From an optimization exercise on the open Yosys and OpenROAD flow, aimed at small area, a short achievable clock period and few clock cycles per item; shortcuts taken in it are not production practice. In this exercise RTL edits were held to simulation tests only and were not proved equivalent to the original.

==> flow/design.v (outline; a module is shown in full before it is edited, if it fits) <==
// module ntt_fa: 4 lines
// module ntt_ha: 4 lines
// module ntt_16point: 2385 lines
module ntt_16point(
    input wire clk,
    input wire rst,
    input wire start,
    input wire [111:0] data_in,
    output reg done,
    output wire [6:0] result_0,
    output wire [6:0] result_1,
    output wire [6:0] result_2,
    output wire [6:0] result_3,
    output wire [6:0] result_4,
    output wire [6:0] result_5,
    output wire [6:0] result_6,
    output wire [6:0] result_7,
    output wire [6:0] result_8,
    output wire [6:0] result_9,
    output wire [6:0] result_10,
    output wire [6:0] result_11,
    output wire [6:0] result_12,
    output wire [6:0] result_13,
    output wire [6:0] result_14,
    output wire [6:0] result_15
);
  // ...
==> flow/run.sh <==
#!/bin/bash
# synth_recipe.tcl (not shown) runs the flow's synth.tcl, then flattens the netlist and writes it again
# the make line also repeats each setting of config.mk as NAME=value (left out here)
make -C /OpenROAD-flow-scripts/flow DESIGN_CONFIG=/design/flow/config.mk WORK_HOME=/design/flow/orfs CLKGATE_MAP_FILE= SYNTH_SCRIPT=/design/flow/synth_recipe.tcl finish
==> flow/config.mk <==
export PLATFORM = sky130hd
export DESIGN_NAME = ntt_16point
export DESIGN_NICKNAME = ntt_16point
export VERILOG_FILES = /design/flow/design.v
export SDC_FILE = /design/flow/constraint.sdc
export NUM_CORES = 4
export LEC_CHECK = 0
export CAP_MARGIN = 20
export CORE_MARGIN = 2
export CORE_UTILIZATION = 40
export SETUP_SLACK_MARGIN = 3
export SLEW_MARGIN = 20
export SYNTH_HIERARCHICAL = 1
==> flow/constraint.sdc <==
create_clock -name core_clock -period 16.0 [get_ports {clk}]
set_input_delay 3.2000 -clock core_clock [delete_from_list [all_inputs] [get_ports {clk}]]
set_output_delay 3.2000 -clock core_clock [all_outputs]
set_load 0.01 [all_outputs]
==> flow_summary.json, run 1 <==
{
  "first_global_vias": 19927,
  "synthAdderAreaFrac": 0.578,
  "nets": 3833,
  "syn_nets": 3654,
  "cts_buffer_count": 17,
  "leading_cell_type_in_the_layout_fill_and_taps_excluded": "sky130_fd_sc_hd__fa_1",
  "synth-edff-count": 140,
  "seq_area_frac_synth": 0.145,
  "clk_path_buf_depth": 2,
  "yosys.cell_count.top_type": "sky130_fd_sc_hd__fa_1",
  "cp.arrival_ns": 9.52,
  "core.rowCount": 98,
  "yosys-top-cells-count": "641 x sky130_fd_sc_hd__fa_1, 482 x sky130_fd_sc_hd__inv_1, 319 x sky130_fd_sc_hd__ha_1, 140 x sky130_fd_sc_hd__edfxtp_1, 133 x sky130_fd_sc_hd__a21oi_1",
  "grt_setup_unrepaired": "true",
  "multi_input_cells": 1797,
  "synth_simple_gate_area_frac": 0.0557,
  "finalSetupViolations": 0,
  "boundary_pin_count": 228,
  "grt_use_met1": 0.248,
  "hold-path-cell-count": 2,
  "finish.instance_area_um2": 33400,
  "status": "complete, no violations",
  "critical_path_depth": 25,
  "grt_max_degree": 78,
  "worst_r2r_path_depth": 2,
  "post-route-drc-count": 0,
  "r2r-end": "done",
  "post-route-period-util": 0.795,
  "drt-initial-drc-count": 1061,
  "area_growth_pct": 14.8,
  "cpPeakStageDelay_ns": 0.61,
  "fillers": 6510,
  "register_area_um2": 4220,
  "core_area_um2": 71900
}
Testbench counts, summed over its fixed seeds: cycles 512, transforms 512.
==> run 2, diff against run 1 <==
--- a/flow/config.mk
+++ b/flow/config.mk
@@ -8,6 +8,5 @@
 export CAP_MARGIN = 20
 export CORE_MARGIN = 2
 export CORE_UTILIZATION = 40
-export SETUP_SLACK_MARGIN = 3
 export SLEW_MARGIN = 20
 export SYNTH_HIERARCHICAL = 1
==> run 2 against run 1 <==
Highest routed layer unchanged. Final cell count decreased by 2.6%. Routed wire length decreased by 3.0%. Non-clock buffer count decreased by 91. Global-route usage about the same. Core utilization decreased by 1.8 points. Worst setup slack got worse by 0.51 ns. Clock-buffer cell count unchanged. Flip-flop and latch count unchanged.
==> flow_summary.json, run 2 <==
{
  "status": "complete, no violations",
  "most-common-layout-cells": "641 x sky130_fd_sc_hd__fa_1, 482 x sky130_fd_sc_hd__inv_1, 319 x sky130_fd_sc_hd__ha_1, 226 x sky130_fd_sc_hd__clkdlybuf4s50_1, 140 x sky130_fd_sc_hd__edfxtp_1",
  "crit_path_start": "r936",
  "period_minus_slack_ns": 13.23,
  "area_growth_pct": 10.2,
  "yosys_register_bits": 141,
  "detailroute.via_count": 18479,
  "r2r-start": "done",
  "floorplan.die.height_um": 274,
  "finish.instance_area_um2": 32100,
  "initial_antenna_violation_count": 8,
  "post_synth_main_area_contributors": "sky130_fd_sc_hd__fa_1 44%, sky130_fd_sc_hd__edfxtp_1 14%, sky130_fd_sc_hd__ha_1 14%",
  "totalWireLength_um": 69400,
  "grt_pass1_wl_um": 108000,
  "clk_path_buf_depth": 2,
  "synth_cell_type_count": 70,
  "hpwl_um": 63300,
  "place_ws_ns": 3.19,
  "leading_cell_type_in_the_layout_fill_and_taps_excluded": "sky130_fd_sc_hd__fa_1",
  "post-route-period-util": 0.827,
  "place_congestion": 0.898,
  "synth_async_sr_flop_share": 0,
  "worst_r2r_path_depth": 2,
  "first_global_vias": 19835,
  "setup.reg_to_reg.worst_slack_ns": 15.45,
  "worst_setup_ep": "result_11[1]",
  "synthDominantAreaCellType": "sky130_fd_sc_hd__fa_1",
  "die_area_um2": 75000,
  "r2r-end": "done",
  "input_output_buffers": 227,
  "clk_latency_ns": 0.43,
  "report.final.hold_viol_count": 0,
  "cp.arrival_ns": 10.03,
  "timing.critical_path.mode_cell": "sky130_fd_sc_hd__fa_1",
  "max_freq_ghz": 0.0756,
  "crit_fanout": 10,
  "synthesis.area_per_instance_um2": 11.3,
  "cts_max_level": 4,
  "detailedRoute.firstPassIterationCount": 5,
  "synth_ff_type": "sky130_fd_sc_hd__edfxtp_1",
  "synth-edff-count": 140,
  "grt_setup_unrepaired": "false",
  "postCtsResizedCells": 0,
  "drt-vias-per-instance": 5.10,
  "synth_cells": 2579,
  "timing.critical_path.to_type": "output pin",
  "clock_tree_from_tritoncts": "done",
  "max-cap-violations": 0,
  "boundary_pin_count": 228,
  "nets": 3734,
  "core_area_um2": 71900,
  "grt_util_all_layers": 0.189,
  "maxSlewViolCount": 0,
  "detail-route-antenna-nets": 0,
  "grt_max_degree": 78,
  "post-route-drc-count": 0,
  "routedWlPerCell_um": 19.2,
  "clock_sink_count": 141,
  "layout_setup_ws_ns": 2.77,
  "setup_total_negative_slack_ns": 0,
  "clkTransAtPathRegs_ns": 0.07,
  "initial_utilization": 0.405,
  "netlist.area_leader.share": 0.440,
  "layout-drive-gt1-share": 0.0284,
  "clk_root_buffer_cell": "sky130_fd_sc_hd__clkbuf_16",
  "slew_headroom": 0.338,
  "required_ns": 12.80,
  "timing.setup.critical_path_class": "reg2out",
  "dpl-instance-area_um2": 31500,
  "yosys.cell_count.top_type": "sky130_fd_sc_hd__fa_1",
  "worstMarginPinSlew_ns": 0.993,
  "seq_area_frac_synth": 0.145,
  "critical_path_source_type": "flip-flop",
  "finalSetupViolations": 0,
  "syn-cell-area_um2": 29100,
  "cp_slowest_cell": "sky130_fd_sc_hd__fa_1",
  "drt-initial-drc-count": 1040,
  "yosys-top-cells-count": "641 x sky130_fd_sc_hd__fa_1, 482 x sky130_fd_sc_hd__inv_1, 319 x sky130_fd_sc_hd__ha_1, 140 x sky130_fd_sc_hd__edfxtp_1, 133 x sky130_fd_sc_hd__a21oi_1",
  "dieWidth_um": 274,
  "syn_nets": 3654,
  "holdBufCountCts": 0,
  "fin_skew_ns": 0,
  "cts_buffer_count": 17,
  "core.rowCount": 98,
  "timing.hold.worst.class": "reg2reg",
  "post_cts.repair.setup_buffers": 0,
  "yosysWarningCount": 7,
  "cpPeakStageDelay_ns": 0.72,
  "total_global_routing_overflow": 0
}
-- run 2: final cells by class --
class | count | area [um2]
antenna | 1 | 2.50
clock buffer | 17 | 425
clock inverter | 15 | 146
fill | 6617 | 39700
inverter | 482 | 1810
multi-input combinational | 1789 | 22000
sequential | 141 | 4220
tap | 950 | 1190
timing repair buffer | 228 | 2280
-- run 2: per-stage QoR --
| stage | hold WS, ns | std cells | util |
|---|---|---|---|
| 2_1_floorplan | 0.503 | 2579 | - |
| 3_3_place_gp | 0.455 | 3590 | 0.439 |
| 3_5_place_dp | 0.463 | 3590 | 0.439 |
| 4_1_cts | 0.477 | 3622 | 0.447 |
| 5_1_grt | 0.506 | 3622 | 0.447 |
| 6_report | 0.470 | 3623 | 0.447 |
-- run 2: logic make-up after synthesis --
| family | after synthesis | share of synthesized area |
|---|---|---|
| flip-flops | 141 | 0.145 |
| buffers and inverters | 649 | 0.0988 |
| AO/OA/AOI/OAI | 397 | 0.0897 |
| XOR/XNOR | 33 | 0.00992 |
| adder cells (fa/ha/maj) | 963 | 0.578 |
| multiplexers | 58 | 0.0225 |
| AND/OR/NAND/NOR | 338 | 0.0557 |
-- run 2: critical path, delay by kind of cell, from the launching register on --
family	cells	cell delay [ns]
buffers and inverters	2	0.66
muxes	1	0.18
DFF	1	0.41
adders and majority gates	18	7.13
AOI/OAI and AO/OA	3	0.81
and+or+nand+nor	3	0.41
-- run 2: metal layers --
layer  GRT usage  share of wire  vias to the layer above  wire, um
met5           0         0.0013                        -        88
met4      0.0325          0.016                       14      1100
met3      0.0489          0.068                       62      4700
met2       0.321           0.49                      479     34200
met1       0.247           0.42                     9485     29300
li1            -              -                     8439         -
-- run 2: worst min-delay path by stage --
stage / startpoint / end / slack [ns] / depth (start not counted)
after floorplan: done / done / 0.50 / 2
after global placement: done / done / 0.46 / 2
after detailed placement: done / done / 0.46 / 2
after CTS: done / done / 0.48 / 2
after global routing: done / done / 0.51 / 2
final: done / done / 0.47 / 2
-- run 2: modules after synthesis, one instance, submodules excluded --
module / times used / area, um2
ntt_16point: 1 / 14400
ntt_ha: 154 / 12.5
ntt_fa: 641 / 20.0

-- static timing again, ports no longer ideal --
The results above use ideal ports. As a check the final layouts listed here were re-extracted and re-timed, cells and wires unchanged.
Step 1: set_driving_cell puts a clkbuf_16 on clk and a buf_2 on each other input, an assumption about the parent block.
Step 2 also shifts input and output timing later by t, the mid clock arrival at the registers, as if the neighbouring blocks saw the same clock.
Three values: ideal ports, drivers, drivers and shift; two values: the first two.
run | t, ns | setup slack, ns | hold slack, ns | clock arrival spread, ns | slew at the worst register clock pin (ns)
run 1 | 0.475 | 3.282 / 3.228 / 3.704 | 0.470 / 0.470 / 0.470 | 0.011 / 0.011 | 0.07 / 0.07
run 2 | 0.476 | 2.773 / 2.720 / 3.196 | 0.470 / 0.470 / 0.470 | 0.013 / 0.013 | 0.07 / 0.07
After both steps setup and hold are still met in every run listed.
